Source: an optimization exercise on an open RTL-to-GDS flow (aim: small area, a short achievable clock period and few clock cycles per item). Production flows keep margins and buffers that such runs may drop.
RTL that was checked went through simulation tests only; none was proved equivalent to the original.
For run 2, only the layout was checked, not whether the RTL still works.
Power and IR drop assume default switching activity.

## flow/design.v (module list and top-level ports; edited modules follow where they fit)
// module booth_multiplier: 588 lines
// module booth_final_adder: 700 lines
// module booth_pfx1p: 6 lines
// module booth_pfx1g: 5 lines
// module booth_pfx2p: 6 lines
// module booth_pfx2g: 5 lines
// module booth_pfx3p: 6 lines
// module booth_pfx3g: 5 lines
// module booth_pfx4p: 6 lines
// module booth_pfx4g: 5 lines
// module booth_pfx5p: 6 lines
// module booth_pfx5g: 5 lines
// module booth_pfx6g: 5 lines
// module booth_pfx7g: 5 lines
module booth_multiplier(clk, reset_n, multiplier, multiplicand, op_start, op_clear, result, op_done);
  // ...
==> flow/flow/run.sh <==
#!/bin/bash
# Standard layout with two changes: the port buffers are plain buffers (buf_1)
# instead of delay buffers, and synthesis leaves adders to abc (no full-adder
# cells). Registers are untouched by either change.
bash standard.sh ADDER_MAP_FILE= "BUFFER_PORTS_ARGS=-buffer_cell sky130_fd_sc_hd__buf_1" finish > standard.log 2>&1
==> flow/standard.sh <==
#!/bin/bash
# synth_recipe.tcl (not shown) runs the flow's synth.tcl, then flattens the netlist and writes it again
# the make line also repeats each setting of config.mk as NAME=value (left out here)
make -C /OpenROAD-flow-scripts/flow DESIGN_CONFIG=/design/flow/config.mk WORK_HOME=/design/flow/orfs CLKGATE_MAP_FILE= SYNTH_SCRIPT=/design/flow/synth_recipe.tcl "${@:-finish}"
==> flow/config.mk <==
export PLATFORM = sky130hd
export DESIGN_NAME = booth_multiplier
export DESIGN_NICKNAME = booth_multiplier
export VERILOG_FILES = /design/flow/design.v
export SDC_FILE = /design/flow/constraint.sdc
export NUM_CORES = 4
export LEC_CHECK = 0
export CAP_MARGIN = 20
export CORE_MARGIN = 2
export CORE_UTILIZATION = 50
export CTS_CLUSTER_DIAMETER = 100
export CTS_CLUSTER_SIZE = 20
export SETUP_SLACK_MARGIN = 3.3
export SLEW_MARGIN = 20
export SYNTH_HIERARCHICAL = 1
==> flow/constraint.sdc <==
create_clock -name core_clock -period 6.0 [get_ports {clk}]
set_input_delay 1.2000 -clock core_clock [delete_from_list [all_inputs] [get_ports {clk}]]
set_output_delay 1.2000 -clock core_clock [all_outputs]
set_load 0.01 [all_outputs]
==> notes.md, run 1 <==
- Status: finished clean
- # rows: 85
- Port Buffers: 260
- Flip-flop and latch power: 3.38 mW
- Crit path max-delay cell type: dfxtp_4
- Commonest cells after routing, fill and taps aside: xnor2_1 (624), buf_1 (260), a22oi_1 (247), a21o_1 (204), and2_1 (149)
- Tcrit/Tclk final: 44.5%
- Gpl congestion: between 0.8 and 0.9
- Die footprint: about 56000 um^2
- Clock Power: 1.49 mW
- Final instance area: between 30000 and 40000 um^2
- Top power group: combinational logic
- Met2 WL: 39100 um
- Final HPWL DP: ~50000 um
- Max-slew violations: 0
- Final setup margin: 3.33 ns
- CTS Buf Count: 20
- Worst path depth: 11
- Total GRT Usage: a little over a quarter
- Tap Count: between 600 and 700
- Top Usage Layer GRT: met2
- WP buf/inv: 1
- Seq area share: about a quarter
- CP Max Fanout: 5
- CP Capture Type: flip-flop
- Max IR drop VDD: 0.000293 V
- RSZ-0062 raised after global routing: true
- Worst min-delay path class: input pin to asynchronous set/reset pin
- Final hold slack: around 0.43 ns
- CLK BUF: 27
- H-tree levels: 1
Testbench counts, summed over its fixed seeds: cycles 5,760, items 480.
==> module booth_multiplier, before the edit <==
module booth_multiplier(clk, reset_n, multiplier, multiplicand, op_start, op_clear, result, op_done);
	input clk, reset_n, op_start, op_clear;
	input [63:0] multiplier, multiplicand;
	output op_done;
	output [127:0] result;
	reg busy, fin, done;
	reg [2:0] cnt;
	wire idle = ~(busy | fin | done);
	wire last = (cnt == 3'd7);
	always @(posedge clk or negedge reset_n)
		if (!reset_n) begin
			busy <= 1'b0; fin <= 1'b0; done <= 1'b0;
		end else if (op_clear) begin
			busy <= 1'b0; fin <= 1'b0; done <= 1'b0;
		end else begin
			busy <= idle ? op_start : (busy & ~last);
			fin <= busy & last;
			done <= fin | done;
		end
	always @(posedge clk)
		cnt <= busy ? cnt + 1'b1 : 3'd0;
	reg [63:0] B;       
	reg [63:0] lo;      
	reg [63:0] S;       
	reg [62:0] C;       
	reg [7:0] DS, DC;  
	reg cf;             
	wire [8:0] eb = idle ? {multiplier[7:0], 1'b0} : lo[15:7];
	wire [3:0] n_one, n_two, n_neg;
	genvar g;
	generate for (g = 0; g < 4; g = g + 1) begin : enc
		assign n_one[g] = eb[2*g+1] ^ eb[2*g];
		assign n_two[g] = (eb[2*g+2] & ~eb[2*g+1] & ~eb[2*g]) | (~eb[2*g+2] & eb[2*g+1] & eb[2*g]);
		assign n_neg[g] = eb[2*g+2];
	end endgenerate
	reg [3:0] e_one, e_two, e_neg;     
	wire [3:0] n_nz = n_one | n_two;
	always @(posedge clk) begin
		e_one <= n_one; e_two <= n_two; e_neg <= n_neg;
	end
	wire [3:0] negb = e_neg;
	wire [64:0] bx = {B[63], B};
	wire [64:0] bx2 = {B, 1'b0};
	wire [64:0] pp0, px0;
	assign px0[64:0] = {65{e_neg[0]}} ^ (({65{e_one[0]}} & bx[64:0]) | ({65{e_two[0]}} & bx2[64:0]));
	assign pp0 = {~px0[64], px0[63:0]};
	wire [64:0] pp1, px1;
	assign px1[64:0] = {65{e_neg[1]}} ^ (({65{e_one[1]}} & bx[64:0]) | ({65{e_two[1]}} & bx2[64:0]));
	assign pp1 = {~px1[64], px1[63:0]};
	wire [64:0] pp2, px2;
	assign px2[64:0] = {65{e_neg[2]}} ^ (({65{e_one[2]}} & bx[64:0]) | ({65{e_two[2]}} & bx2[64:0]));
	assign pp2 = {~px2[64], px2[63:0]};
	wire [64:0] pp3, px3;
	assign px3[64:0] = {65{e_neg[3]}} ^ (({65{e_one[3]}} & bx[64:0]) | ({65{e_two[3]}} & bx2[64:0]));
	assign pp3 = {~px3[64], px3[63:0]};
	wire fs1 = S[0] ^ C[0] ^ negb[0];
	wire fc1 = (S[0] & C[0]) | (S[0] & negb[0]) | (C[0] & negb[0]);
	wire fs2 = S[1] ^ C[1] ^ fc1;
	wire fc2 = (S[1] & C[1]) | (S[1] & fc1) | (C[1] & fc1);
	wire fs3 = S[2] ^ C[2] ^ negb[1];
	wire fc3 = (S[2] & C[2]) | (S[2] & negb[1]) | (C[2] & negb[1]);
	wire fs4 = pp0[2] ^ pp1[0] ^ fs3;
	wire fc4 = (pp0[2] & pp1[0]) | (pp0[2] & fs3) | (pp1[0] & fs3);
	wire fs5 = S[3] ^ C[3] ^ fc3;
	wire fc5 = (S[3] & C[3]) | (S[3] & fc3) | (C[3] & fc3);
	wire fs6 = pp0[3] ^ pp1[1] ^ fc4;
	wire fc6 = (pp0[3] & pp1[1]) | (pp0[3] & fc4) | (pp1[1] & fc4);
	wire fs7 = S[4] ^ C[4] ^ negb[2];
	wire fc7 = (S[4] & C[4]) | (S[4] & negb[2]) | (C[4] & negb[2]);
	wire fs8 = pp0[4] ^ pp1[2] ^ pp2[0];
	wire fc8 = (pp0[4] & pp1[2]) | (pp0[4] & pp2[0]) | (pp1[2] & pp2[0]);
	wire fs9 = fs7 ^ fc5 ^ fs8;
	wire fc9 = (fs7 & fc5) | (fs7 & fs8) | (fc5 & fs8);
	wire fs10 = S[5] ^ C[5] ^ fc7;
	wire fc10 = (S[5] & C[5]) | (S[5] & fc7) | (C[5] & fc7);
	wire fs11 = pp0[5] ^ pp1[3] ^ pp2[1];
	wire fc11 = (pp0[5] & pp1[3]) | (pp0[5] & pp2[1]) | (pp1[3] & pp2[1]);
	wire fs12 = fc8 ^ fs10 ^ fs11;
	wire fc12 = (fc8 & fs10) | (fc8 & fs11) | (fs10 & fs11);
	wire fs13 = S[6] ^ C[6] ^ negb[3];
	wire fc13 = (S[6] & C[6]) | (S[6] & negb[3]) | (C[6] & negb[3]);
	wire fs14 = pp0[6] ^ pp1[4] ^ pp2[2];
	wire fc14 = (pp0[6] & pp1[4]) | (pp0[6] & pp2[2]) | (pp1[4] & pp2[2]);
	wire fs15 = pp3[0] ^ fs13 ^ fc10;
	wire fc15 = (pp3[0] & fs13) | (pp3[0] & fc10) | (fs13 & fc10);
	wire fs16 = fc11 ^ fs14 ^ fs15;
	wire fc16 = (fc11 & fs14) | (fc11 & fs15) | (fs14 & fs15);
	wire fs17 = S[7] ^ C[7] ^ fc13;
	wire fc17 = (S[7] & C[7]) | (S[7] & fc13) | (C[7] & fc13);
	wire fs18 = pp0[7] ^ pp1[5] ^ pp2[3];
	wire fc18 = (pp0[7] & pp1[5]) | (pp0[7] & pp2[3]) | (pp1[5] & pp2[3]);
	wire fs19 = pp3[1] ^ fc14 ^ fs17;
	wire fc19 = (pp3[1] & fc14) | (pp3[1] & fs17) | (fc14 & fs17);
	wire fs20 = fs18 ^ fc15 ^ fs19;
	wire fc20 = (fs18 & fc15) | (fs18 & fs19) | (fc15 & fs19);
	wire fs21 = S[8] ^ C[8] ^ pp0[8];
	wire fc21 = (S[8] & C[8]) | (S[8] & pp0[8]) | (C[8] & pp0[8]);
	wire fs22 = pp1[6] ^ pp2[4] ^ pp3[2];
	wire fc22 = (pp1[6] & pp2[4]) | (pp1[6] & pp3[2]) | (pp2[4] & pp3[2]);
	wire fs23 = fc17 ^ fc18 ^ fs21;
	wire fc23 = (fc17 & fc18) | (fc17 & fs21) | (fc18 & fs21);
	wire fs24 = fs22 ^ fc19 ^ fs23;
	wire fc24 = (fs22 & fc19) | (fs22 & fs23) | (fc19 & fs23);
	wire fs25 = S[9] ^ C[9] ^ pp0[9];
	wire fc25 = (S[9] & C[9]) | (S[9] & pp0[9]) | (C[9] & pp0[9]);
	wire fs26 = pp1[7] ^ pp2[5] ^ pp3[3];
	wire fc26 = (pp1[7] & pp2[5]) | (pp1[7] & pp3[3]) | (pp2[5] & pp3[3]);
	wire fs27 = fc21 ^ fc22 ^ fs25;
	wire fc27 = (fc21 & fc22) | (fc21 & fs25) | (fc22 & fs25);
	wire fs28 = fs26 ^ fc23 ^ fs27;
	wire fc28 = (fs26 & fc23) | (fs26 & fs27) | (fc23 & fs27);
	wire fs29 = S[10] ^ C[10] ^ pp0[10];
	wire fc29 = (S[10] & C[10]) | (S[10] & pp0[10]) | (C[10] & pp0[10]);
	wire fs30 = pp1[8] ^ pp2[6] ^ pp3[4];
	wire fc30 = (pp1[8] & pp2[6]) | (pp1[8] & pp3[4]) | (pp2[6] & pp3[4]);
	wire fs31 = fc25 ^ fc26 ^ fs29;
	wire fc31 = (fc25 & fc26) | (fc25 & fs29) | (fc26 & fs29);
	wire fs32 = fs30 ^ fc27 ^ fs31;
	wire fc32 = (fs30 & fc27) | (fs30 & fs31) | (fc27 & fs31);
	wire fs33 = S[11] ^ C[11] ^ pp0[11];
	wire fc33 = (S[11] & C[11]) | (S[11] & pp0[11]) | (C[11] & pp0[11]);
	wire fs34 = pp1[9] ^ pp2[7] ^ pp3[5];
	wire fc34 = (pp1[9] & pp2[7]) | (pp1[9] & pp3[5]) | (pp2[7] & pp3[5]);
	wire fs35 = fc29 ^ fc30 ^ fs33;
	wire fc35 = (fc29 & fc30) | (fc29 & fs33) | (fc30 & fs33);
	wire fs36 = fs34 ^ fc31 ^ fs35;
	wire fc36 = (fs34 & fc31) | (fs34 & fs35) | (fc31 & fs35);
	wire fs37 = S[12] ^ C[12] ^ pp0[12];
	wire fc37 = (S[12] & C[12]) | (S[12] & pp0[12]) | (C[12] & pp0[12]);
	wire fs38 = pp1[10] ^ pp2[8] ^ pp3[6];
	wire fc38 = (pp1[10] & pp2[8]) | (pp1[10] & pp3[6]) | (pp2[8] & pp3[6]);
	wire fs39 = fc33 ^ fc34 ^ fs37;
	wire fc39 = (fc33 & fc34) | (fc33 & fs37) | (fc34 & fs37);
	wire fs40 = fs38 ^ fc35 ^ fs39;
	wire fc40 = (fs38 & fc35) | (fs38 & fs39) | (fc35 & fs39);
	wire fs41 = S[13] ^ C[13] ^ pp0[13];
	wire fc41 = (S[13] & C[13]) | (S[13] & pp0[13]) | (C[13] & pp0[13]);
	wire fs42 = pp1[11] ^ pp2[9] ^ pp3[7];
	wire fc42 = (pp1[11] & pp2[9]) | (pp1[11] & pp3[7]) | (pp2[9] & pp3[7]);
	wire fs43 = fc37 ^ fc38 ^ fs41;
	wire fc43 = (fc37 & fc38) | (fc37 & fs41) | (fc38 & fs41);
	wire fs44 = fs42 ^ fc39 ^ fs43;
	wire fc44 = (fs42 & fc39) | (fs42 & fs43) | (fc39 & fs43);
	wire fs45 = S[14] ^ C[14] ^ pp0[14];
	wire fc45 = (S[14] & C[14]) | (S[14] & pp0[14]) | (C[14] & pp0[14]);
	wire fs46 = pp1[12] ^ pp2[10] ^ pp3[8];
	wire fc46 = (pp1[12] & pp2[10]) | (pp1[12] & pp3[8]) | (pp2[10] & pp3[8]);
	wire fs47 = fc41 ^ fc42 ^ fs45;
	wire fc47 = (fc41 & fc42) | (fc41 & fs45) | (fc42 & fs45);
	wire fs48 = fs46 ^ fc43 ^ fs47;
	wire fc48 = (fs46 & fc43) | (fs46 & fs47) | (fc43 & fs47);
	wire fs49 = S[15] ^ C[15] ^ pp0[15];
	wire fc49 = (S[15] & C[15]) | (S[15] & pp0[15]) | (C[15] & pp0[15]);
	wire fs50 = pp1[13] ^ pp2[11] ^ pp3[9];
	wire fc50 = (pp1[13] & pp2[11]) | (pp1[13] & pp3[9]) | (pp2[11] & pp3[9]);
	wire fs51 = fc45 ^ fc46 ^ fs49;
	wire fc51 = (fc45 & fc46) | (fc45 & fs49) | (fc46 & fs49);
	wire fs52 = fs50 ^ fc47 ^ fs51;
	wire fc52 = (fs50 & fc47) | (fs50 & fs51) | (fc47 & fs51);
	wire fs53 = S[16] ^ C[16] ^ pp0[16];
	wire fc53 = (S[16] & C[16]) | (S[16] & pp0[16]) | (C[16] & pp0[16]);
	wire fs54 = pp1[14] ^ pp2[12] ^ pp3[10];
	wire fc54 = (pp1[14] & pp2[12]) | (pp1[14] & pp3[10]) | (pp2[12] & pp3[10]);
	wire fs55 = fc49 ^ fc50 ^ fs53;
	wire fc55 = (fc49 & fc50) | (fc49 & fs53) | (fc50 & fs53);
	wire fs56 = fs54 ^ fc51 ^ fs55;
	wire fc56 = (fs54 & fc51) | (fs54 & fs55) | (fc51 & fs55);
	wire fs57 = S[17] ^ C[17] ^ pp0[17];
	wire fc57 = (S[17] & C[17]) | (S[17] & pp0[17]) | (C[17] & pp0[17]);
	wire fs58 = pp1[15] ^ pp2[13] ^ pp3[11];
	wire fc58 = (pp1[15] & pp2[13]) | (pp1[15] & pp3[11]) | (pp2[13] & pp3[11]);
	wire fs59 = fc53 ^ fc54 ^ fs57;
	wire fc59 = (fc53 & fc54) | (fc53 & fs57) | (fc54 & fs57);
	wire fs60 = fs58 ^ fc55 ^ fs59;
	wire fc60 = (fs58 & fc55) | (fs58 & fs59) | (fc55 & fs59);
	wire fs61 = S[18] ^ C[18] ^ pp0[18];
	wire fc61 = (S[18] & C[18]) | (S[18] & pp0[18]) | (C[18] & pp0[18]);
	wire fs62 = pp1[16] ^ pp2[14] ^ pp3[12];
	wire fc62 = (pp1[16] & pp2[14]) | (pp1[16] & pp3[12]) | (pp2[14] & pp3[12]);
	wire fs63 = fc57 ^ fc58 ^ fs61;
	wire fc63 = (fc57 & fc58) | (fc57 & fs61) | (fc58 & fs61);
	wire fs64 = fs62 ^ fc59 ^ fs63;
	wire fc64 = (fs62 & fc59) | (fs62 & fs63) | (fc59 & fs63);
	wire fs65 = S[19] ^ C[19] ^ pp0[19];
	wire fc65 = (S[19] & C[19]) | (S[19] & pp0[19]) | (C[19] & pp0[19]);
	wire fs66 = pp1[17] ^ pp2[15] ^ pp3[13];
	wire fc66 = (pp1[17] & pp2[15]) | (pp1[17] & pp3[13]) | (pp2[15] & pp3[13]);
	wire fs67 = fc61 ^ fc62 ^ fs65;
	wire fc67 = (fc61 & fc62) | (fc61 & fs65) | (fc62 & fs65);
	wire fs68 = fs66 ^ fc63 ^ fs67;
	wire fc68 = (fs66 & fc63) | (fs66 & fs67) | (fc63 & fs67);
	wire fs69 = S[20] ^ C[20] ^ pp0[20];
	wire fc69 = (S[20] & C[20]) | (S[20] & pp0[20]) | (C[20] & pp0[20]);
	wire fs70 = pp1[18] ^ pp2[16] ^ pp3[14];
	wire fc70 = (pp1[18] & pp2[16]) | (pp1[18] & pp3[14]) | (pp2[16] & pp3[14]);
	wire fs71 = fc65 ^ fc66 ^ fs69;
	wire fc71 = (fc65 & fc66) | (fc65 & fs69) | (fc66 & fs69);
	wire fs72 = fs70 ^ fc67 ^ fs71;
	wire fc72 = (fs70 & fc67) | (fs70 & fs71) | (fc67 & fs71);
	wire fs73 = S[21] ^ C[21] ^ pp0[21];
	wire fc73 = (S[21] & C[21]) | (S[21] & pp0[21]) | (C[21] & pp0[21]);
	wire fs74 = pp1[19] ^ pp2[17] ^ pp3[15];
	wire fc74 = (pp1[19] & pp2[17]) | (pp1[19] & pp3[15]) | (pp2[17] & pp3[15]);
	wire fs75 = fc69 ^ fc70 ^ fs73;
	wire fc75 = (fc69 & fc70) | (fc69 & fs73) | (fc70 & fs73);
	wire fs76 = fs74 ^ fc71 ^ fs75;
	wire fc76 = (fs74 & fc71) | (fs74 & fs75) | (fc71 & fs75);
	wire fs77 = S[22] ^ C[22] ^ pp0[22];
	wire fc77 = (S[22] & C[22]) | (S[22] & pp0[22]) | (C[22] & pp0[22]);
	wire fs78 = pp1[20] ^ pp2[18] ^ pp3[16];
	wire fc78 = (pp1[20] & pp2[18]) | (pp1[20] & pp3[16]) | (pp2[18] & pp3[16]);
	wire fs79 = fc73 ^ fc74 ^ fs77;
	wire fc79 = (fc73 & fc74) | (fc73 & fs77) | (fc74 & fs77);
	wire fs80 = fs78 ^ fc75 ^ fs79;
	wire fc80 = (fs78 & fc75) | (fs78 & fs79) | (fc75 & fs79);
	wire fs81 = S[23] ^ C[23] ^ pp0[23];
	wire fc81 = (S[23] & C[23]) | (S[23] & pp0[23]) | (C[23] & pp0[23]);
	wire fs82 = pp1[21] ^ pp2[19] ^ pp3[17];
	wire fc82 = (pp1[21] & pp2[19]) | (pp1[21] & pp3[17]) | (pp2[19] & pp3[17]);
	wire fs83 = fc77 ^ fc78 ^ fs81;
	wire fc83 = (fc77 & fc78) | (fc77 & fs81) | (fc78 & fs81);
	wire fs84 = fs82 ^ fc79 ^ fs83;
	wire fc84 = (fs82 & fc79) | (fs82 & fs83) | (fc79 & fs83);
	wire fs85 = S[24] ^ C[24] ^ pp0[24];
	wire fc85 = (S[24] & C[24]) | (S[24] & pp0[24]) | (C[24] & pp0[24]);
	wire fs86 = pp1[22] ^ pp2[20] ^ pp3[18];
	wire fc86 = (pp1[22] & pp2[20]) | (pp1[22] & pp3[18]) | (pp2[20] & pp3[18]);
	wire fs87 = fc81 ^ fc82 ^ fs85;
	wire fc87 = (fc81 & fc82) | (fc81 & fs85) | (fc82 & fs85);
	wire fs88 = fs86 ^ fc83 ^ fs87;
	wire fc88 = (fs86 & fc83) | (fs86 & fs87) | (fc83 & fs87);
	wire fs89 = S[25] ^ C[25] ^ pp0[25];
	wire fc89 = (S[25] & C[25]) | (S[25] & pp0[25]) | (C[25] & pp0[25]);
	wire fs90 = pp1[23] ^ pp2[21] ^ pp3[19];
	wire fc90 = (pp1[23] & pp2[21]) | (pp1[23] & pp3[19]) | (pp2[21] & pp3[19]);
	wire fs91 = fc85 ^ fc86 ^ fs89;
	wire fc91 = (fc85 & fc86) | (fc85 & fs89) | (fc86 & fs89);
	wire fs92 = fs90 ^ fc87 ^ fs91;
	wire fc92 = (fs90 & fc87) | (fs90 & fs91) | (fc87 & fs91);
	wire fs93 = S[26] ^ C[26] ^ pp0[26];
	wire fc93 = (S[26] & C[26]) | (S[26] & pp0[26]) | (C[26] & pp0[26]);
	wire fs94 = pp1[24] ^ pp2[22] ^ pp3[20];
	wire fc94 = (pp1[24] & pp2[22]) | (pp1[24] & pp3[20]) | (pp2[22] & pp3[20]);
	wire fs95 = fc89 ^ fc90 ^ fs93;
	wire fc95 = (fc89 & fc90) | (fc89 & fs93) | (fc90 & fs93);
	wire fs96 = fs94 ^ fc91 ^ fs95;
	wire fc96 = (fs94 & fc91) | (fs94 & fs95) | (fc91 & fs95);
	wire fs97 = S[27] ^ C[27] ^ pp0[27];
	wire fc97 = (S[27] & C[27]) | (S[27] & pp0[27]) | (C[27] & pp0[27]);
	wire fs98 = pp1[25] ^ pp2[23] ^ pp3[21];
	wire fc98 = (pp1[25] & pp2[23]) | (pp1[25] & pp3[21]) | (pp2[23] & pp3[21]);
	wire fs99 = fc93 ^ fc94 ^ fs97;
	wire fc99 = (fc93 & fc94) | (fc93 & fs97) | (fc94 & fs97);
	wire fs100 = fs98 ^ fc95 ^ fs99;
	wire fc100 = (fs98 & fc95) | (fs98 & fs99) | (fc95 & fs99);
	wire fs101 = S[28] ^ C[28] ^ pp0[28];
	wire fc101 = (S[28] & C[28]) | (S[28] & pp0[28]) | (C[28] & pp0[28]);
	wire fs102 = pp1[26] ^ pp2[24] ^ pp3[22];
	wire fc102 = (pp1[26] & pp2[24]) | (pp1[26] & pp3[22]) | (pp2[24] & pp3[22]);
	wire fs103 = fc97 ^ fc98 ^ fs101;
	wire fc103 = (fc97 & fc98) | (fc97 & fs101) | (fc98 & fs101);
	wire fs104 = fs102 ^ fc99 ^ fs103;
	wire fc104 = (fs102 & fc99) | (fs102 & fs103) | (fc99 & fs103);
	wire fs105 = S[29] ^ C[29] ^ pp0[29];
	wire fc105 = (S[29] & C[29]) | (S[29] & pp0[29]) | (C[29] & pp0[29]);
	wire fs106 = pp1[27] ^ pp2[25] ^ pp3[23];
	wire fc106 = (pp1[27] & pp2[25]) | (pp1[27] & pp3[23]) | (pp2[25] & pp3[23]);
	wire fs107 = fc101 ^ fc102 ^ fs105;
	wire fc107 = (fc101 & fc102) | (fc101 & fs105) | (fc102 & fs105);
	wire fs108 = fs106 ^ fc103 ^ fs107;
	wire fc108 = (fs106 & fc103) | (fs106 & fs107) | (fc103 & fs107);
	wire fs109 = S[30] ^ C[30] ^ pp0[30];
	wire fc109 = (S[30] & C[30]) | (S[30] & pp0[30]) | (C[30] & pp0[30]);
	wire fs110 = pp1[28] ^ pp2[26] ^ pp3[24];
	wire fc110 = (pp1[28] & pp2[26]) | (pp1[28] & pp3[24]) | (pp2[26] & pp3[24]);
	wire fs111 = fc105 ^ fc106 ^ fs109;
	wire fc111 = (fc105 & fc106) | (fc105 & fs109) | (fc106 & fs109);
	wire fs112 = fs110 ^ fc107 ^ fs111;
	wire fc112 = (fs110 & fc107) | (fs110 & fs111) | (fc107 & fs111);
	wire fs113 = S[31] ^ C[31] ^ pp0[31];
	wire fc113 = (S[31] & C[31]) | (S[31] & pp0[31]) | (C[31] & pp0[31]);
	wire fs114 = pp1[29] ^ pp2[27] ^ pp3[25];
	wire fc114 = (pp1[29] & pp2[27]) | (pp1[29] & pp3[25]) | (pp2[27] & pp3[25]);
	wire fs115 = fc109 ^ fc110 ^ fs113;
	wire fc115 = (fc109 & fc110) | (fc109 & fs113) | (fc110 & fs113);
	wire fs116 = fs114 ^ fc111 ^ fs115;
	wire fc116 = (fs114 & fc111) | (fs114 & fs115) | (fc111 & fs115);
	wire fs117 = S[32] ^ C[32] ^ pp0[32];
	wire fc117 = (S[32] & C[32]) | (S[32] & pp0[32]) | (C[32] & pp0[32]);
	wire fs118 = pp1[30] ^ pp2[28] ^ pp3[26];
	wire fc118 = (pp1[30] & pp2[28]) | (pp1[30] & pp3[26]) | (pp2[28] & pp3[26]);
	wire fs119 = fc113 ^ fc114 ^ fs117;
	wire fc119 = (fc113 & fc114) | (fc113 & fs117) | (fc114 & fs117);
	wire fs120 = fs118 ^ fc115 ^ fs119;
	wire fc120 = (fs118 & fc115) | (fs118 & fs119) | (fc115 & fs119);
	wire fs121 = S[33] ^ C[33] ^ pp0[33];
	wire fc121 = (S[33] & C[33]) | (S[33] & pp0[33]) | (C[33] & pp0[33]);
	wire fs122 = pp1[31] ^ pp2[29] ^ pp3[27];
	wire fc122 = (pp1[31] & pp2[29]) | (pp1[31] & pp3[27]) | (pp2[29] & pp3[27]);
	wire fs123 = fc117 ^ fc118 ^ fs121;
	wire fc123 = (fc117 & fc118) | (fc117 & fs121) | (fc118 & fs121);
	wire fs124 = fs122 ^ fc119 ^ fs123;
	wire fc124 = (fs122 & fc119) | (fs122 & fs123) | (fc119 & fs123);
	wire fs125 = S[34] ^ C[34] ^ pp0[34];
	wire fc125 = (S[34] & C[34]) | (S[34] & pp0[34]) | (C[34] & pp0[34]);
	wire fs126 = pp1[32] ^ pp2[30] ^ pp3[28];
	wire fc126 = (pp1[32] & pp2[30]) | (pp1[32] & pp3[28]) | (pp2[30] & pp3[28]);
	wire fs127 = fc121 ^ fc122 ^ fs125;
	wire fc127 = (fc121 & fc122) | (fc121 & fs125) | (fc122 & fs125);
	wire fs128 = fs126 ^ fc123 ^ fs127;
	wire fc128 = (fs126 & fc123) | (fs126 & fs127) | (fc123 & fs127);
	wire fs129 = S[35] ^ C[35] ^ pp0[35];
	wire fc129 = (S[35] & C[35]) | (S[35] & pp0[35]) | (C[35] & pp0[35]);
	wire fs130 = pp1[33] ^ pp2[31] ^ pp3[29];
	wire fc130 = (pp1[33] & pp2[31]) | (pp1[33] & pp3[29]) | (pp2[31] & pp3[29]);
	wire fs131 = fc125 ^ fc126 ^ fs129;
	wire fc131 = (fc125 & fc126) | (fc125 & fs129) | (fc126 & fs129);
	wire fs132 = fs130 ^ fc127 ^ fs131;
	wire fc132 = (fs130 & fc127) | (fs130 & fs131) | (fc127 & fs131);
	wire fs133 = S[36] ^ C[36] ^ pp0[36];
	wire fc133 = (S[36] & C[36]) | (S[36] & pp0[36]) | (C[36] & pp0[36]);
	wire fs134 = pp1[34] ^ pp2[32] ^ pp3[30];
	wire fc134 = (pp1[34] & pp2[32]) | (pp1[34] & pp3[30]) | (pp2[32] & pp3[30]);
	wire fs135 = fc129 ^ fc130 ^ fs133;
	wire fc135 = (fc129 & fc130) | (fc129 & fs133) | (fc130 & fs133);
	wire fs136 = fs134 ^ fc131 ^ fs135;
	wire fc136 = (fs134 & fc131) | (fs134 & fs135) | (fc131 & fs135);
	wire fs137 = S[37] ^ C[37] ^ pp0[37];
	wire fc137 = (S[37] & C[37]) | (S[37] & pp0[37]) | (C[37] & pp0[37]);
	wire fs138 = pp1[35] ^ pp2[33] ^ pp3[31];
	wire fc138 = (pp1[35] & pp2[33]) | (pp1[35] & pp3[31]) | (pp2[33] & pp3[31]);
	wire fs139 = fc133 ^ fc134 ^ fs137;
	wire fc139 = (fc133 & fc134) | (fc133 & fs137) | (fc134 & fs137);
	wire fs140 = fs138 ^ fc135 ^ fs139;
	wire fc140 = (fs138 & fc135) | (fs138 & fs139) | (fc135 & fs139);
	wire fs141 = S[38] ^ C[38] ^ pp0[38];
	wire fc141 = (S[38] & C[38]) | (S[38] & pp0[38]) | (C[38] & pp0[38]);
	wire fs142 = pp1[36] ^ pp2[34] ^ pp3[32];
	wire fc142 = (pp1[36] & pp2[34]) | (pp1[36] & pp3[32]) | (pp2[34] & pp3[32]);
	wire fs143 = fc137 ^ fc138 ^ fs141;
	wire fc143 = (fc137 & fc138) | (fc137 & fs141) | (fc138 & fs141);
	wire fs144 = fs142 ^ fc139 ^ fs143;
	wire fc144 = (fs142 & fc139) | (fs142 & fs143) | (fc139 & fs143);
	wire fs145 = S[39] ^ C[39] ^ pp0[39];
	wire fc145 = (S[39] & C[39]) | (S[39] & pp0[39]) | (C[39] & pp0[39]);
	wire fs146 = pp1[37] ^ pp2[35] ^ pp3[33];
	wire fc146 = (pp1[37] & pp2[35]) | (pp1[37] & pp3[33]) | (pp2[35] & pp3[33]);
	wire fs147 = fc141 ^ fc142 ^ fs145;
	wire fc147 = (fc141 & fc142) | (fc141 & fs145) | (fc142 & fs145);
	wire fs148 = fs146 ^ fc143 ^ fs147;
	wire fc148 = (fs146 & fc143) | (fs146 & fs147) | (fc143 & fs147);
	wire fs149 = S[40] ^ C[40] ^ pp0[40];
	wire fc149 = (S[40] & C[40]) | (S[40] & pp0[40]) | (C[40] & pp0[40]);
	wire fs150 = pp1[38] ^ pp2[36] ^ pp3[34];
	wire fc150 = (pp1[38] & pp2[36]) | (pp1[38] & pp3[34]) | (pp2[36] & pp3[34]);
	wire fs151 = fc145 ^ fc146 ^ fs149;
	wire fc151 = (fc145 & fc146) | (fc145 & fs149) | (fc146 & fs149);
	wire fs152 = fs150 ^ fc147 ^ fs151;
	wire fc152 = (fs150 & fc147) | (fs150 & fs151) | (fc147 & fs151);
	wire fs153 = S[41] ^ C[41] ^ pp0[41];
	wire fc153 = (S[41] & C[41]) | (S[41] & pp0[41]) | (C[41] & pp0[41]);
	wire fs154 = pp1[39] ^ pp2[37] ^ pp3[35];
	wire fc154 = (pp1[39] & pp2[37]) | (pp1[39] & pp3[35]) | (pp2[37] & pp3[35]);
	wire fs155 = fc149 ^ fc150 ^ fs153;
	wire fc155 = (fc149 & fc150) | (fc149 & fs153) | (fc150 & fs153);
	wire fs156 = fs154 ^ fc151 ^ fs155;
	wire fc156 = (fs154 & fc151) | (fs154 & fs155) | (fc151 & fs155);
	wire fs157 = S[42] ^ C[42] ^ pp0[42];
	wire fc157 = (S[42] & C[42]) | (S[42] & pp0[42]) | (C[42] & pp0[42]);
	wire fs158 = pp1[40] ^ pp2[38] ^ pp3[36];
	wire fc158 = (pp1[40] & pp2[38]) | (pp1[40] & pp3[36]) | (pp2[38] & pp3[36]);
	wire fs159 = fc153 ^ fc154 ^ fs157;
	wire fc159 = (fc153 & fc154) | (fc153 & fs157) | (fc154 & fs157);
	wire fs160 = fs158 ^ fc155 ^ fs159;
	wire fc160 = (fs158 & fc155) | (fs158 & fs159) | (fc155 & fs159);
	wire fs161 = S[43] ^ C[43] ^ pp0[43];
	wire fc161 = (S[43] & C[43]) | (S[43] & pp0[43]) | (C[43] & pp0[43]);
	wire fs162 = pp1[41] ^ pp2[39] ^ pp3[37];
	wire fc162 = (pp1[41] & pp2[39]) | (pp1[41] & pp3[37]) | (pp2[39] & pp3[37]);
	wire fs163 = fc157 ^ fc158 ^ fs161;
	wire fc163 = (fc157 & fc158) | (fc157 & fs161) | (fc158 & fs161);
	wire fs164 = fs162 ^ fc159 ^ fs163;
	wire fc164 = (fs162 & fc159) | (fs162 & fs163) | (fc159 & fs163);
	wire fs165 = S[44] ^ C[44] ^ pp0[44];
	wire fc165 = (S[44] & C[44]) | (S[44] & pp0[44]) | (C[44] & pp0[44]);
	wire fs166 = pp1[42] ^ pp2[40] ^ pp3[38];
	wire fc166 = (pp1[42] & pp2[40]) | (pp1[42] & pp3[38]) | (pp2[40] & pp3[38]);
	wire fs167 = fc161 ^ fc162 ^ fs165;
	wire fc167 = (fc161 & fc162) | (fc161 & fs165) | (fc162 & fs165);
	wire fs168 = fs166 ^ fc163 ^ fs167;
	wire fc168 = (fs166 & fc163) | (fs166 & fs167) | (fc163 & fs167);
	wire fs169 = S[45] ^ C[45] ^ pp0[45];
	wire fc169 = (S[45] & C[45]) | (S[45] & pp0[45]) | (C[45] & pp0[45]);
	wire fs170 = pp1[43] ^ pp2[41] ^ pp3[39];
	wire fc170 = (pp1[43] & pp2[41]) | (pp1[43] & pp3[39]) | (pp2[41] & pp3[39]);
	wire fs171 = fc165 ^ fc166 ^ fs169;
	wire fc171 = (fc165 & fc166) | (fc165 & fs169) | (fc166 & fs169);
	wire fs172 = fs170 ^ fc167 ^ fs171;
	wire fc172 = (fs170 & fc167) | (fs170 & fs171) | (fc167 & fs171);
	wire fs173 = S[46] ^ C[46] ^ pp0[46];
	wire fc173 = (S[46] & C[46]) | (S[46] & pp0[46]) | (C[46] & pp0[46]);
	wire fs174 = pp1[44] ^ pp2[42] ^ pp3[40];
	wire fc174 = (pp1[44] & pp2[42]) | (pp1[44] & pp3[40]) | (pp2[42] & pp3[40]);
	wire fs175 = fc169 ^ fc170 ^ fs173;
	wire fc175 = (fc169 & fc170) | (fc169 & fs173) | (fc170 & fs173);
	wire fs176 = fs174 ^ fc171 ^ fs175;
	wire fc176 = (fs174 & fc171) | (fs174 & fs175) | (fc171 & fs175);
	wire fs177 = S[47] ^ C[47] ^ pp0[47];
	wire fc177 = (S[47] & C[47]) | (S[47] & pp0[47]) | (C[47] & pp0[47]);
	wire fs178 = pp1[45] ^ pp2[43] ^ pp3[41];
	wire fc178 = (pp1[45] & pp2[43]) | (pp1[45] & pp3[41]) | (pp2[43] & pp3[41]);
	wire fs179 = fc173 ^ fc174 ^ fs177;
	wire fc179 = (fc173 & fc174) | (fc173 & fs177) | (fc174 & fs177);
	wire fs180 = fs178 ^ fc175 ^ fs179;
	wire fc180 = (fs178 & fc175) | (fs178 & fs179) | (fc175 & fs179);
	wire fs181 = S[48] ^ C[48] ^ pp0[48];
	wire fc181 = (S[48] & C[48]) | (S[48] & pp0[48]) | (C[48] & pp0[48]);
	wire fs182 = pp1[46] ^ pp2[44] ^ pp3[42];
	wire fc182 = (pp1[46] & pp2[44]) | (pp1[46] & pp3[42]) | (pp2[44] & pp3[42]);
	wire fs183 = fc177 ^ fc178 ^ fs181;
	wire fc183 = (fc177 & fc178) | (fc177 & fs181) | (fc178 & fs181);
	wire fs184 = fs182 ^ fc179 ^ fs183;
	wire fc184 = (fs182 & fc179) | (fs182 & fs183) | (fc179 & fs183);
	wire fs185 = S[49] ^ C[49] ^ pp0[49];
	wire fc185 = (S[49] & C[49]) | (S[49] & pp0[49]) | (C[49] & pp0[49]);
	wire fs186 = pp1[47] ^ pp2[45] ^ pp3[43];
	wire fc186 = (pp1[47] & pp2[45]) | (pp1[47] & pp3[43]) | (pp2[45] & pp3[43]);
	wire fs187 = fc181 ^ fc182 ^ fs185;
	wire fc187 = (fc181 & fc182) | (fc181 & fs185) | (fc182 & fs185);
	wire fs188 = fs186 ^ fc183 ^ fs187;
	wire fc188 = (fs186 & fc183) | (fs186 & fs187) | (fc183 & fs187);
	wire fs189 = S[50] ^ C[50] ^ pp0[50];
	wire fc189 = (S[50] & C[50]) | (S[50] & pp0[50]) | (C[50] & pp0[50]);
	wire fs190 = pp1[48] ^ pp2[46] ^ pp3[44];
	wire fc190 = (pp1[48] & pp2[46]) | (pp1[48] & pp3[44]) | (pp2[46] & pp3[44]);
	wire fs191 = fc185 ^ fc186 ^ fs189;
	wire fc191 = (fc185 & fc186) | (fc185 & fs189) | (fc186 & fs189);
	wire fs192 = fs190 ^ fc187 ^ fs191;
	wire fc192 = (fs190 & fc187) | (fs190 & fs191) | (fc187 & fs191);
	wire fs193 = S[51] ^ C[51] ^ pp0[51];
	wire fc193 = (S[51] & C[51]) | (S[51] & pp0[51]) | (C[51] & pp0[51]);
	wire fs194 = pp1[49] ^ pp2[47] ^ pp3[45];
	wire fc194 = (pp1[49] & pp2[47]) | (pp1[49] & pp3[45]) | (pp2[47] & pp3[45]);
	wire fs195 = fc189 ^ fc190 ^ fs193;
	wire fc195 = (fc189 & fc190) | (fc189 & fs193) | (fc190 & fs193);
	wire fs196 = fs194 ^ fc191 ^ fs195;
	wire fc196 = (fs194 & fc191) | (fs194 & fs195) | (fc191 & fs195);
	wire fs197 = S[52] ^ C[52] ^ pp0[52];
	wire fc197 = (S[52] & C[52]) | (S[52] & pp0[52]) | (C[52] & pp0[52]);
	wire fs198 = pp1[50] ^ pp2[48] ^ pp3[46];
	wire fc198 = (pp1[50] & pp2[48]) | (pp1[50] & pp3[46]) | (pp2[48] & pp3[46]);
	wire fs199 = fc193 ^ fc194 ^ fs197;
	wire fc199 = (fc193 & fc194) | (fc193 & fs197) | (fc194 & fs197);
	wire fs200 = fs198 ^ fc195 ^ fs199;
	wire fc200 = (fs198 & fc195) | (fs198 & fs199) | (fc195 & fs199);
	wire fs201 = S[53] ^ C[53] ^ pp0[53];
	wire fc201 = (S[53] & C[53]) | (S[53] & pp0[53]) | (C[53] & pp0[53]);
	wire fs202 = pp1[51] ^ pp2[49] ^ pp3[47];
	wire fc202 = (pp1[51] & pp2[49]) | (pp1[51] & pp3[47]) | (pp2[49] & pp3[47]);
	wire fs203 = fc197 ^ fc198 ^ fs201;
	wire fc203 = (fc197 & fc198) | (fc197 & fs201) | (fc198 & fs201);
	wire fs204 = fs202 ^ fc199 ^ fs203;
	wire fc204 = (fs202 & fc199) | (fs202 & fs203) | (fc199 & fs203);
	wire fs205 = S[54] ^ C[54] ^ pp0[54];
	wire fc205 = (S[54] & C[54]) | (S[54] & pp0[54]) | (C[54] & pp0[54]);
	wire fs206 = pp1[52] ^ pp2[50] ^ pp3[48];
	wire fc206 = (pp1[52] & pp2[50]) | (pp1[52] & pp3[48]) | (pp2[50] & pp3[48]);
	wire fs207 = fc201 ^ fc202 ^ fs205;
	wire fc207 = (fc201 & fc202) | (fc201 & fs205) | (fc202 & fs205);
	wire fs208 = fs206 ^ fc203 ^ fs207;
	wire fc208 = (fs206 & fc203) | (fs206 & fs207) | (fc203 & fs207);
	wire fs209 = S[55] ^ C[55] ^ pp0[55];
	wire fc209 = (S[55] & C[55]) | (S[55] & pp0[55]) | (C[55] & pp0[55]);
	wire fs210 = pp1[53] ^ pp2[51] ^ pp3[49];
	wire fc210 = (pp1[53] & pp2[51]) | (pp1[53] & pp3[49]) | (pp2[51] & pp3[49]);
	wire fs211 = fc205 ^ fc206 ^ fs209;
	wire fc211 = (fc205 & fc206) | (fc205 & fs209) | (fc206 & fs209);
	wire fs212 = fs210 ^ fc207 ^ fs211;
	wire fc212 = (fs210 & fc207) | (fs210 & fs211) | (fc207 & fs211);
	wire fs213 = S[56] ^ C[56] ^ pp0[56];
	wire fc213 = (S[56] & C[56]) | (S[56] & pp0[56]) | (C[56] & pp0[56]);
	wire fs214 = pp1[54] ^ pp2[52] ^ pp3[50];
	wire fc214 = (pp1[54] & pp2[52]) | (pp1[54] & pp3[50]) | (pp2[52] & pp3[50]);
	wire fs215 = fc209 ^ fc210 ^ fs213;
	wire fc215 = (fc209 & fc210) | (fc209 & fs213) | (fc210 & fs213);
	wire fs216 = fs214 ^ fc211 ^ fs215;
	wire fc216 = (fs214 & fc211) | (fs214 & fs215) | (fc211 & fs215);
	wire fs217 = S[57] ^ C[57] ^ pp0[57];
	wire fc217 = (S[57] & C[57]) | (S[57] & pp0[57]) | (C[57] & pp0[57]);
	wire fs218 = pp1[55] ^ pp2[53] ^ pp3[51];
	wire fc218 = (pp1[55] & pp2[53]) | (pp1[55] & pp3[51]) | (pp2[53] & pp3[51]);
	wire fs219 = fc213 ^ fc214 ^ fs217;
	wire fc219 = (fc213 & fc214) | (fc213 & fs217) | (fc214 & fs217);
	wire fs220 = fs218 ^ fc215 ^ fs219;
	wire fc220 = (fs218 & fc215) | (fs218 & fs219) | (fc215 & fs219);
	wire fs221 = S[58] ^ C[58] ^ pp0[58];
	wire fc221 = (S[58] & C[58]) | (S[58] & pp0[58]) | (C[58] & pp0[58]);
	wire fs222 = pp1[56] ^ pp2[54] ^ pp3[52];
	wire fc222 = (pp1[56] & pp2[54]) | (pp1[56] & pp3[52]) | (pp2[54] & pp3[52]);
	wire fs223 = fc217 ^ fc218 ^ fs221;
	wire fc223 = (fc217 & fc218) | (fc217 & fs221) | (fc218 & fs221);
	wire fs224 = fs222 ^ fc219 ^ fs223;
	wire fc224 = (fs222 & fc219) | (fs222 & fs223) | (fc219 & fs223);
	wire fs225 = S[59] ^ C[59] ^ pp0[59];
	wire fc225 = (S[59] & C[59]) | (S[59] & pp0[59]) | (C[59] & pp0[59]);
	wire fs226 = pp1[57] ^ pp2[55] ^ pp3[53];
	wire fc226 = (pp1[57] & pp2[55]) | (pp1[57] & pp3[53]) | (pp2[55] & pp3[53]);
	wire fs227 = fc221 ^ fc222 ^ fs225;
	wire fc227 = (fc221 & fc222) | (fc221 & fs225) | (fc222 & fs225);
	wire fs228 = fs226 ^ fc223 ^ fs227;
	wire fc228 = (fs226 & fc223) | (fs226 & fs227) | (fc223 & fs227);
	wire fs229 = S[60] ^ C[60] ^ pp0[60];
	wire fc229 = (S[60] & C[60]) | (S[60] & pp0[60]) | (C[60] & pp0[60]);
	wire fs230 = pp1[58] ^ pp2[56] ^ pp3[54];
	wire fc230 = (pp1[58] & pp2[56]) | (pp1[58] & pp3[54]) | (pp2[56] & pp3[54]);
	wire fs231 = fc225 ^ fc226 ^ fs229;
	wire fc231 = (fc225 & fc226) | (fc225 & fs229) | (fc226 & fs229);
	wire fs232 = fs230 ^ fc227 ^ fs231;
	wire fc232 = (fs230 & fc227) | (fs230 & fs231) | (fc227 & fs231);
	wire fs233 = S[61] ^ C[61] ^ pp0[61];
	wire fc233 = (S[61] & C[61]) | (S[61] & pp0[61]) | (C[61] & pp0[61]);
	wire fs234 = pp1[59] ^ pp2[57] ^ pp3[55];
	wire fc234 = (pp1[59] & pp2[57]) | (pp1[59] & pp3[55]) | (pp2[57] & pp3[55]);
	wire fs235 = fc229 ^ fc230 ^ fs233;
	wire fc235 = (fc229 & fc230) | (fc229 & fs233) | (fc230 & fs233);
	wire fs236 = fs234 ^ fc231 ^ fs235;
	wire fc236 = (fs234 & fc231) | (fs234 & fs235) | (fc231 & fs235);
	wire fs237 = S[62] ^ C[62] ^ pp0[62];
	wire fc237 = (S[62] & C[62]) | (S[62] & pp0[62]) | (C[62] & pp0[62]);
	wire fs238 = pp1[60] ^ pp2[58] ^ pp3[56];
	wire fc238 = (pp1[60] & pp2[58]) | (pp1[60] & pp3[56]) | (pp2[58] & pp3[56]);
	wire fs239 = fc233 ^ fc234 ^ fs237;
	wire fc239 = (fc233 & fc234) | (fc233 & fs237) | (fc234 & fs237);
	wire fs240 = fs238 ^ fc235 ^ fs239;
	wire fc240 = (fs238 & fc235) | (fs238 & fs239) | (fc235 & fs239);
	wire fs241 = ~(S[63] ^ pp0[63]);
	wire fc241 = S[63] | pp0[63];
	wire fs242 = pp1[61] ^ pp2[59] ^ pp3[57];
	wire fc242 = (pp1[61] & pp2[59]) | (pp1[61] & pp3[57]) | (pp2[59] & pp3[57]);
	wire fs243 = fc237 ^ fc238 ^ fs241;
	wire fc243 = (fc237 & fc238) | (fc237 & fs241) | (fc238 & fs241);
	wire fs244 = fs242 ^ fc239 ^ fs243;
	wire fc244 = (fs242 & fc239) | (fs242 & fs243) | (fc239 & fs243);
	wire fs245 = pp0[64] ^ pp1[62] ^ pp2[60];
	wire fc245 = (pp0[64] & pp1[62]) | (pp0[64] & pp2[60]) | (pp1[62] & pp2[60]);
	wire fs246 = pp3[58] ^ fc241 ^ fc242;
	wire fc246 = (pp3[58] & fc241) | (pp3[58] & fc242) | (fc241 & fc242);
	wire fs247 = fs245 ^ fc243 ^ fs246;
	wire fc247 = (fs245 & fc243) | (fs245 & fs246) | (fc243 & fs246);
	wire fs248 = ~(pp1[63] ^ pp2[61]);
	wire fc248 = pp1[63] | pp2[61];
	wire fs249 = pp3[59] ^ fc245 ^ fs248;
	wire fc249 = (pp3[59] & fc245) | (pp3[59] & fs248) | (fc245 & fs248);
	wire fs250 = fc246 ^ fs249;
	wire fc250 = fc246 & fs249;
	wire fs251 = pp1[64] ^ pp2[62] ^ pp3[60];
	wire fc251 = (pp1[64] & pp2[62]) | (pp1[64] & pp3[60]) | (pp2[62] & pp3[60]);
	wire fs252 = fc248 ^ fs251 ^ fc249;
	wire fc252 = (fc248 & fs251) | (fc248 & fc249) | (fs251 & fc249);
	wire fs253 = ~(pp2[63] ^ pp3[61]);
	wire fc253 = pp2[63] | pp3[61];
	wire fs254 = fc251 ^ fs253;
	wire fc254 = fc251 & fs253;
	wire fs255 = pp2[64] ^ pp3[62] ^ fc253;
	wire fc255 = (pp2[64] & pp3[62]) | (pp2[64] & fc253) | (pp3[62] & fc253);
	wire fs256 = ~(pp3[63] ^ fc255);
	wire fc256 = pp3[63] | fc255;
	wire [71:0] sp = {1'b0, pp3[64], fs256, fc254, fs254, fc250, fs250, fc244, fc240, fc236, fc232, fc228, fc224, fc220, fc216, fc212, fc208, fc204, fc200, fc196, fc192, fc188, fc184, fc180, fc176, fc172, fc168, fc164, fc160, fc156, fc152, fc148, fc144, fc140, fc136, fc132, fc128, fc124, fc120, fc116, fc112, fc108, fc104, fc100, fc96, fc92, fc88, fc84, fc80, fc76, fc72, fc68, fc64, fc60, fc56, fc52, fc48, fc44, fc40, fc36, fc32, fc28, fc24, fc20, fc16, fc12, fc9, fc6, fs5, fc2, pp0[1], pp0[0]};
	wire [71:0] cp = {1'b0, fc256, 1'b0, fs255, fc252, fs252, fc247, fs247, fs244, fs240, fs236, fs232, fs228, fs224, fs220, fs216, fs212, fs208, fs204, fs200, fs196, fs192, fs188, fs184, fs180, fs176, fs172, fs168, fs164, fs160, fs156, fs152, fs148, fs144, fs140, fs136, fs132, fs128, fs124, fs120, fs116, fs112, fs108, fs104, fs100, fs96, fs92, fs88, fs84, fs80, fs76, fs72, fs68, fs64, fs60, fs56, fs52, fs48, fs44, fs40, fs36, fs32, fs28, fs24, fs20, fs16, fs12, fs9, fs6, fs4, fs2, fs1};
	wire [63:0] s_next = {(sp[71] | cp[71]) ^ last, sp[70:8]};
	wire [62:0] c_next = cp[70:8];
	wire [71:0] asum;
	wire acarry;
	booth_final_adder u_add(.S(S), .C(C), .DS(DS), .DC(DC), .cf(cf), .asum(asum), .acarry(acarry));
	wire [63:0] hi = asum[71:8];
	wire first = busy & (cnt == 3'd0);
	always @(posedge clk) begin
		DS <= busy ? sp[7:0] : 8'b0;
		DC <= busy ? cp[7:0] : 8'b0;
		cf <= busy & ~first & acarry;
		B <= idle ? multiplicand : B;
		lo <= (busy | fin) ? {asum[7:0], lo[63:8]} : (done ? lo : multiplier);
		S <= busy ? s_next : (idle ? {1'b1, 63'b0} : hi);
		C <= busy ? c_next : 63'b0;
	end
	assign result = {S, lo};
	assign op_done = done;
endmodule
==> inputs of run 2 (changes only) <==
--- a/flow/design.v
+++ b/flow/design.v
@@ -551,22 +551,22 @@
 	wire fc248 = pp1[63] | pp2[61];
 	wire fs249 = pp3[59] ^ fc245 ^ fs248;
 	wire fc249 = (pp3[59] & fc245) | (pp3[59] & fs248) | (fc245 & fs248);
-	wire fs250 = fc246 ^ fs249;
-	wire fc250 = fc246 & fs249;
+	wire fs250 = fc246 ^ fs249 ^ fc247;
+	wire fc250 = (fc246 & fs249) | (fc246 & fc247) | (fs249 & fc247);
 	wire fs251 = pp1[64] ^ pp2[62] ^ pp3[60];
 	wire fc251 = (pp1[64] & pp2[62]) | (pp1[64] & pp3[60]) | (pp2[62] & pp3[60]);
 	wire fs252 = fc248 ^ fs251 ^ fc249;
 	wire fc252 = (fc248 & fs251) | (fc248 & fc249) | (fs251 & fc249);
 	wire fs253 = ~(pp2[63] ^ pp3[61]);
 	wire fc253 = pp2[63] | pp3[61];
-	wire fs254 = fc251 ^ fs253;
-	wire fc254 = fc251 & fs253;
+	wire fs254 = fc251 ^ fs253 ^ fc252;
+	wire fc254 = (fc251 & fs253) | (fc251 & fc252) | (fs253 & fc252);
 	wire fs255 = pp2[64] ^ pp3[62] ^ fc253;
 	wire fc255 = (pp2[64] & pp3[62]) | (pp2[64] & fc253) | (pp3[62] & fc253);
 	wire fs256 = ~(pp3[63] ^ fc255);
 	wire fc256 = pp3[63] | fc255;
-	wire [71:0] sp = {1'b0, pp3[64], fs256, fc254, fs254, fc250, fs250, fc244, fc240, fc236, fc232, fc228, fc224, fc220, fc216, fc212, fc208, fc204, fc200, fc196, fc192, fc188, fc184, fc180, fc176, fc172, fc168, fc164, fc160, fc156, fc152, fc148, fc144, fc140, fc136, fc132, fc128, fc124, fc120, fc116, fc112, fc108, fc104, fc100, fc96, fc92, fc88, fc84, fc80, fc76, fc72, fc68, fc64, fc60, fc56, fc52, fc48, fc44, fc40, fc36, fc32, fc28, fc24, fc20, fc16, fc12, fc9, fc6, fs5, fc2, pp0[1], pp0[0]};
-	wire [71:0] cp = {1'b0, fc256, 1'b0, fs255, fc252, fs252, fc247, fs247, fs244, fs240, fs236, fs232, fs228, fs224, fs220, fs216, fs212, fs208, fs204, fs200, fs196, fs192, fs188, fs184, fs180, fs176, fs172, fs168, fs164, fs160, fs156, fs152, fs148, fs144, fs140, fs136, fs132, fs128, fs124, fs120, fs116, fs112, fs108, fs104, fs100, fs96, fs92, fs88, fs84, fs80, fs76, fs72, fs68, fs64, fs60, fs56, fs52, fs48, fs44, fs40, fs36, fs32, fs28, fs24, fs20, fs16, fs12, fs9, fs6, fs4, fs2, fs1};
+	wire [71:0] sp = {1'b0, pp3[64], fs256, fs255, fs254, fs252, fs250, fc244, fc240, fc236, fc232, fc228, fc224, fc220, fc216, fc212, fc208, fc204, fc200, fc196, fc192, fc188, fc184, fc180, fc176, fc172, fc168, fc164, fc160, fc156, fc152, fc148, fc144, fc140, fc136, fc132, fc128, fc124, fc120, fc116, fc112, fc108, fc104, fc100, fc96, fc92, fc88, fc84, fc80, fc76, fc72, fc68, fc64, fc60, fc56, fc52, fc48, fc44, fc40, fc36, fc32, fc28, fc24, fc20, fc16, fc12, fc9, fc6, fs5, fc2, pp0[1], pp0[0]};
+	wire [71:0] cp = {1'b0, fc256, 1'b0, fc254, 1'b0, fc250, 1'b0, fs247, fs244, fs240, fs236, fs232, fs228, fs224, fs220, fs216, fs212, fs208, fs204, fs200, fs196, fs192, fs188, fs184, fs180, fs176, fs172, fs168, fs164, fs160, fs156, fs152, fs148, fs144, fs140, fs136, fs132, fs128, fs124, fs120, fs116, fs112, fs108, fs104, fs100, fs96, fs92, fs88, fs84, fs80, fs76, fs72, fs68, fs64, fs60, fs56, fs52, fs48, fs44, fs40, fs36, fs32, fs28, fs24, fs20, fs16, fs12, fs9, fs6, fs4, fs2, fs1};
 	wire [63:0] s_next = {(sp[71] | cp[71]) ^ last, sp[70:8]};
 	wire [62:0] c_next = cp[70:8];
 	wire [71:0] asum;
==> flow/flow/run.sh (replaced) <==
#!/bin/bash
# Standard layout with two changes: the port buffers are plain buffers (buf_2)
# instead of delay buffers, and synthesis leaves adders to abc (no full-adder
# cells). Registers are untouched by either change.
bash standard.sh ADDER_MAP_FILE= "BUFFER_PORTS_ARGS=-buffer_cell sky130_fd_sc_hd__buf_2" finish > standard.log 2>&1
==> run 2 against run 1 <==
Sequential share of layout area fell by 0.23 points. Worst setup slack got worse by 0.039 ns. Still clean on timing, DRC and antenna. Largest power group unchanged. Final area rose by 0.39%. Final cell count rose by 0.81%. Critical path depth fell by 1. Register-to-register slack got worse by 0.04 ns. Count of clock-buffer cells in the layout fell by 1. Flip-flop and latch count fell by 2. Via count fell by 0.88%. Die area fell by 0.21%. Clock skew fell by 0.0025 ns.
==> notes.md, run 2 <==
- Cell Area, Synth: 27000 um^2
- Max-cap violations: 0
- Residual DRC count: 0
- Max-slew violations: 0 (unchanged)
- Mapped Avg Cell Area: 10.5 um^2
- Top Registers: B: 64 flops, S: 64 flops, lo: 64 flops
- Largest net degree at the start of global routing: between 80 and 90
- Total negative slack: 0 ns
- RSZ-0062 raised after global routing: true
- Met1 usage: between 30% and 40%
- WP data required: between 6 and 7 ns
- Worst clock skew: about 0.025 ns
- Reg2reg start: S[0]
- Total GRT Usage: 27.2% (+0.43 points)
- Clock transition at path regs: 0.09 ns
- Vias per cell: approximately 5.7
- Initial Util: 50.4%
- First-pass GRT wire length: ~120000 um
- Cell area power density: 524 nW/um^2
- Die footprint: 55900 um^2 (-0.21%)
- Worst min-delay path class: input pin to asynchronous set/reset pin
- # rows: 85 (unchanged)
- Commonest non-fill, non-tap cell in the layout: xnor2_1
- Grt ovf: 0
- R2R Setup Slk: approximately 3.3 ns
- Latest clock arrival within the worst-skew pair: approximately 0.57 ns
- Gpl congestion: 0.834 (+2.8%)
- Grt met3 use: between 3 and 4%
- Cells after synthesis: 2584
- Critical R2R Capture: S[63]
- Via count: 20.0k
- Fin. Hold Viols: 0
- Setup Viol. Count Final: 0
- Min Tclk post-route: around 2.7 ns
- DP Area: 28400 um^2
- CTS Buf Count: 20 (unchanged)
- Max IR drop VDD: 0.000287 V (-2.1%)
- R2r worst-path depth: 10
- Top Usage Layer GRT: met2
- Routed WL per cell: 22.3 um
- CTS max path bufs: 3
- Startpoint types: flip-flop
- Yosys warnings: 7
- CP Max Fanout: 6 (+1)
- CP Class: flip-flop to flip-flop
- DP Worst Slack: about 2.5 ns
- Syn-to-layout area delta: 12.1%
- Die Ht: 237 um
- Root Driver: clkbuf_16
- Rel. slew slack: between 30% and 40%
- Grt met2 use: a little under half
- Final instance area: 30300 um^2 (+0.39%)
- Worst-Margin Slew: between 0.9 and 1 ns
- Layout cells sized above 1: 30.0%
- CP Capture Type: flip-flop
- Core Area: between 50000 and 60000 um^2
- Critical Path AT: 3.17 ns
- Die Span X: 237 um
- Commonest cells after routing, fill and taps aside: xnor2_1 (727), buf_2 (260), a22oi_1 (221), a21o_1 (203), and2_1 (194)
- Tcrit/Tclk final: 45.2% (+0.65 points)
- Status: finished clean
- Lkg Pwr: about 13 nW
- Initial antenna violation count: 1
- H-tree levels: 1 (unchanged)
- Hold Buf Count CTS: 0
- Clock sink count: about 290
- Antenna viol nets, final: 0
- Port Buffers: 260 (unchanged)
- DR iter-0 viols: about 1.3k
- Drt first pass iters: 6
- Routed WL: between 70000 and 80000 um
- Max Fclk: 369 MHz
- Final hold slack: 0.420 ns (-0.0118 ns)
- Vias in the first global route: 20.0k
- Final nets: 2907
- I/O pin cnt: 261
- Final setup margin: 3.29 ns (-0.0392 ns)
- Final HPWL DP: 52100 um (+1.7%)
- CTS tree: done
[run 2: changes by cell type in the layout (fill, tap and decap cells not counted), moves of 45 or more]
cell / previous run / this run
maj3_2: 103 / 154
buf_1: 260 / 0
buf_2: 0 / 260
xnor2_1: 624 / 727
maj3_1: 129 / 82
nor2b_1: 49 / 2
and2_1: 149 / 194
[run 2: layer usage]
metal,vias to the layer above,share of wire (%),wire length [um]
met3,81,5.1,3980
met5,-,0,0
met4,0,2.3,1790
met1,9893,45,35400
met2,522,47,36700
li1,9460,-,-
[run 2: worst max path at each step]
| stage | from | end | depth (start not counted) |
|---|---|---|---|
| floorplan | S[23] | S[63] | 10 |
| global placement | DS[0] | S[57] | 11 |
| detailed placement | DS[0] | S[57] | 11 |
| CTS | S[37] | S[56] | 11 |
| global route | e_two[1] | S[57] | 8 |
| finish | S[0] | S[63] | 10 |
[run 2: repair_timing]
action | CTS | global route
resized for setup | 103 | 73
cloned | 2 | 0
setup buffers | 42 | 20
endpoints found under the setup margin | 131 | 51
pin swaps | 16 | 14
[run 2: metrics by stage]
stage	power [mW]	utilization, %	instances
2_1_floorplan	11.9	-	2592
3_3_place_gp	13.9	53.1	3385
3_5_place_dp	14.1	53.1	3385
4_1_cts	15.8	55.8	3465
5_1_grt	16.9	56.5	3486
6_report	15.9	56.5	3487
[run 2: layout make-up]
| type | count | area, um^2 |
|---|---|---|
| fillers | 4700 | 23300 |
| repair buffers | 341 | 2280 |
| well taps | 696 | 871 |
| flip-flops and latches | 287 | 7220 |
| clock inverters | 10 | 109 |
| inverters | 3 | 11.3 |
| clock buffers | 26 | 523 |
| diodes | 2 | 5.00 |
| multi-input cells | 2122 | 19300 |
[run 2: worst max-delay path: stages (launching register included)]
cell	delay [ns]
dfxtp_2	0.37
and2_2	0.20
a21o_1	0.18
a21o_1	0.26
a21o_1	0.21
a21o_4	0.22
a21o_4	0.29
a21o_4	0.26
a21o_1	0.19
xor2_1	0.15
o31a_1	0.24
[run 2: power by group]
part / internal, mW / switching, mW / total [mW]
clock: 0.682 / 0.791 / 1.47
combinational: 5.86 / 5.18 / 11.0
sequential: 2.55 / 0.817 / 3.36
total: 9.08 / 6.79 / 15.9

[static timing again, ports no longer ideal]
Ports are ideal in the flow. The routed layouts listed here were re-timed in OpenROAD.
Step 1 (the two cells are an assumption about what drives the block):
set clk [get_ports {clk}]
set_driving_cell -lib_cell sky130_fd_sc_hd__clkbuf_16 $clk
set_driving_cell -lib_cell sky130_fd_sc_hd__buf_2 [delete_from_list [all_inputs] $clk]
Step 2 also shifts input and output timing later by t, the mid clock arrival at the registers, as if the neighbouring blocks saw the same clock.
Slacks: ideal / step 1 / step 2; pairs: ideal / step 1.
run | t (ns) | setup WS [ns] | worst register clock-pin slew, ns
run 1 | 0.609 | 3.328 / 3.328 / 3.328 | 0.09 / 0.09
run 2 | 0.620 | 3.289 / 3.289 / 3.289 | 0.09 / 0.09
After both steps every run listed still meets setup and hold.
